Background: an optimization exercise with open tools, aiming at small area and a short achievable clock period. Do not read the settings as production practice.
The RTL was checked by simulation tests, not by an equivalence proof against the original design.
The flow treats the clock pin as an ideal source. Dropping or thinning the clock tree relies on that and would not hold on a real chip.
Power is estimated from default activity; no workload was simulated.

lane 1:
Design Multiplier_32bit, start of the top module:
module Multiplier_32bit(
    input  logic        clk,
    input  logic        rst,
    input  logic [31:0] in0,   
    input  logic [31:0] in1,   
    output logic        done,
    output logic [63:0] result
);
Size in the first run: about 2600 cells after synthesis, ~260 flip-flops, ~130 I/O pins.
clock: 28.0 ns
lec_check: 0
abc_area: 1
cap_margin: 20
core_margin: 2
core_utilization: 60
cts_cluster_diameter: 80
cts_cluster_size: 25
place_density: 0.75
slew_margin: 20
synth_hierarchical: 1
standard.sh (not shown) runs the stock make flow with config.mk's settings and CLKGATE_MAP_FILE= SYNTH_SCRIPT=/design/flow/synth_recipe.tcl, a recipe that flattens the netlist after the stock synthesis.
==> flow/flow/run.sh <==
#!/bin/bash
# The standard layout with two changes:
#  - the port buffers are plain buf_2 cells (BUFFER_PORTS_ARGS);
#  - after CTS, flow/clock_tree.tcl (ORFS's POST_CTS_TCL hook) replaces the
#    clock tree with a shallow two-level tree of inv_16 cells.
# ORFS writes each step's log under orfs/logs; make's own output goes to
# standard_flow.log here.
set -euo pipefail
export BUFFER_PORTS_ARGS="-buffer_cell sky130_fd_sc_hd__buf_2"
export POST_CTS_TCL="$PWD/flow/clock_tree.tcl"
bash standard.sh > standard_flow.log 2>&1
==> flow/flow/clock_tree.tcl <==

proc ct_cluster {pts NX NY} {
  set n [llength $pts]
  set byx [lsort -real -index 1 $pts]
  set groups {}
  for {set cx 0} {$cx < $NX} {incr cx} {
    set a [expr {int(round(double($cx)*$n/$NX))}]
    set b [expr {int(round(double($cx+1)*$n/$NX))-1}]
    set col [lsort -real -index 2 [lrange $byx $a $b]]
    set m [llength $col]
    for {set cy 0} {$cy < $NY} {incr cy} {
      set a2 [expr {int(round(double($cy)*$m/$NY))}]
      set b2 [expr {int(round(double($cy+1)*$m/$NY))-1}]
      set g [lrange $col $a2 $b2]
      if {[llength $g]} { lappend groups $g }
    }
  }
  return $groups
}

proc ct_centroid {g} {
  set sx 0.0; set sy 0.0
  foreach p $g { set sx [expr {$sx + [lindex $p 1]}]; set sy [expr {$sy + [lindex $p 2]}] }
  return [list [expr {$sx/[llength $g]}] [expr {$sy/[llength $g]}]]
}

proc ct_out {inst} {
  set m [$inst getMaster]
  foreach mt [$m getMTerms] {
    if {[$mt getIoType] eq "OUTPUT"} { return [$mt getName] }
  }
}

proc ct_rebuild {NX NY MX MY leafcell rootcell} {
  set block [ord::get_db_block]
  set db [ord::get_db]
  set dbu [$block getDbUnitsPerMicron]
  set clknet [$block findNet clk]

  # collect the clock tree cells and the flip-flop clock pins below the port
  set tree_insts {}
  set tree_nets {}
  set sinks {}
  set todo [list $clknet]
  while {[llength $todo]} {
    set net [lindex $todo 0]
    set todo [lrange $todo 1 end]
    foreach it [$net getITerms] {
      if {![$it isInputSignal]} continue
      set inst [$it getInst]
      set master [$inst getMaster]
      if {[$master isSequential]} {
        lappend sinks $it
      } else {
        lappend tree_insts $inst
        foreach ot [$inst getITerms] {
          if {[$ot isOutputSignal] && [$ot getNet] ne "NULL"} {
            lappend tree_nets [$ot getNet]
            lappend todo [$ot getNet]
          }
        }
      }
    }
  }
  puts "clock tree: removing [llength $tree_insts] cells, [llength $tree_nets] nets; [llength $sinks] flip-flops"
  foreach it $sinks { $it disconnect }
  foreach inst $tree_insts { odb::dbInst_destroy $inst }
  foreach net $tree_nets { odb::dbNet_destroy $net }

  set pts {}
  foreach it $sinks {
    set b [[$it getInst] getBBox]
    lappend pts [list $it [expr {([$b xMin]+[$b xMax])/2.0/$dbu}] [expr {([$b yMin]+[$b yMax])/2.0/$dbu}]]
  }
  set leaves {}
  set i 0
  foreach g [ct_cluster $pts $NX $NY] {
    lassign [ct_centroid $g] cx cy
    set inst [odb::dbInst_create $block [$db findMaster $leafcell] "clktree_leaf_$i"]
    set net [odb::dbNet_create $block "clktree_leaf_net_$i"]
    $net setSigType CLOCK
    [$inst findITerm [ct_out $inst]] connect $net
    foreach p $g { [lindex $p 0] connect $net }
    $inst setLocation [expr {int($cx*$dbu)}] [expr {int($cy*$dbu)}]
    $inst setPlacementStatus PLACED
    lappend leaves [list $inst $cx $cy]
    puts "clock leaf $i: [llength $g] flip-flops at [format %.1f $cx] [format %.1f $cy]"
    incr i
  }
  set j 0
  foreach g [ct_cluster $leaves $MX $MY] {
    lassign [ct_centroid $g] cx cy
    set inst [odb::dbInst_create $block [$db findMaster $rootcell] "clktree_root_$j"]
    set net [odb::dbNet_create $block "clktree_root_net_$j"]
    $net setSigType CLOCK
    [$inst findITerm A] connect $clknet
    [$inst findITerm [ct_out $inst]] connect $net
    foreach p $g { [[lindex $p 0] findITerm A] connect $net }
    $inst setLocation [expr {int($cx*$dbu)}] [expr {int($cy*$dbu)}]
    $inst setPlacementStatus PLACED
    puts "clock root $j: [llength $g] leaves at [format %.1f $cx] [format %.1f $cy]"
    incr j
  }
}

ct_rebuild 3 4 2 2 sky130_fd_sc_hd__inv_16 sky130_fd_sc_hd__inv_16
detailed_placement
check_placement -verbose
estimate_parasitics -placement
report_clock_latency
Lane 1: PASS, flow complete, no timing, DRC or antenna violations
What lane 2 does differently from lane 1 at the input level:
-- flow/flow/run.sh --
<<< lane 1, line 5
#    clock tree with a shallow two-level tree of inv_16 cells.
>>> lane 2, line 5
#    clock tree with a shallow two-level tree of clkbuf_16 cells.
-- flow/flow/clock_tree.tcl --
<<< lane 1, line 25
}

proc ct_out {inst} {
  set m [$inst getMaster]
  foreach mt [$m getMTerms] {
    if {[$mt getIoType] eq "OUTPUT"} { return [$mt getName] }
  }
>>> lane 2, line 25
<<< lane 1, line 82
    [$inst findITerm [ct_out $inst]] connect $net
>>> lane 2, line 75
    [$inst findITerm X] connect $net
<<< lane 1, line 97
    [$inst findITerm [ct_out $inst]] connect $net
>>> lane 2, line 90
    [$inst findITerm X] connect $net
<<< lane 1, line 106
ct_rebuild 3 4 2 2 sky130_fd_sc_hd__inv_16 sky130_fd_sc_hd__inv_16
>>> lane 2, line 99
ct_rebuild 4 4 2 2 sky130_fd_sc_hd__clkbuf_16 sky130_fd_sc_hd__clkbuf_16
Findings:
Sort lane 2 and lane 1 by layout overhead on the synthesized area, descending, and lane 2 comes first.
Max worst setup slack across lane 2 and lane 1: lane 1
| sequential power | lane 1 vs lane 2 | ≈ equal |
As far as hold path depth goes, lane 2 and lane 1 are indistinguishable; the numbers are identical.
Reported for lane 2 and lane 1, pre-CTS setup slack turned out identical to the last digit.
In every run of this note, the design's own scripts or RTL, not TritonCTS, make the clock network.

==> what the ideal ports hide <==
How much do the figures lean on ideal ports? The routed layouts below were timed once more, with nothing changed but the port constraints. Step 1 assumes that a clkbuf_16 drives the clock port and a buf_2 every other input. Step 2, shift: input delay + t, output delay - t, t = (earliest + latest rising clock arrival at the registers) / 2. This alone moves slack from input paths to output paths. Slacks: ideal / step 1 / step 2; pairs: ideal / step 1.
run | t (ns) | setup slack, ns | worst setup path after step 2
lane 1 | 0.356 | 21.782 / 21.557 / 21.913 | register to output
lane 2 | 0.449 | 21.603 / 21.470 / 21.918 | register to output
After both steps every run listed still meets setup and hold.
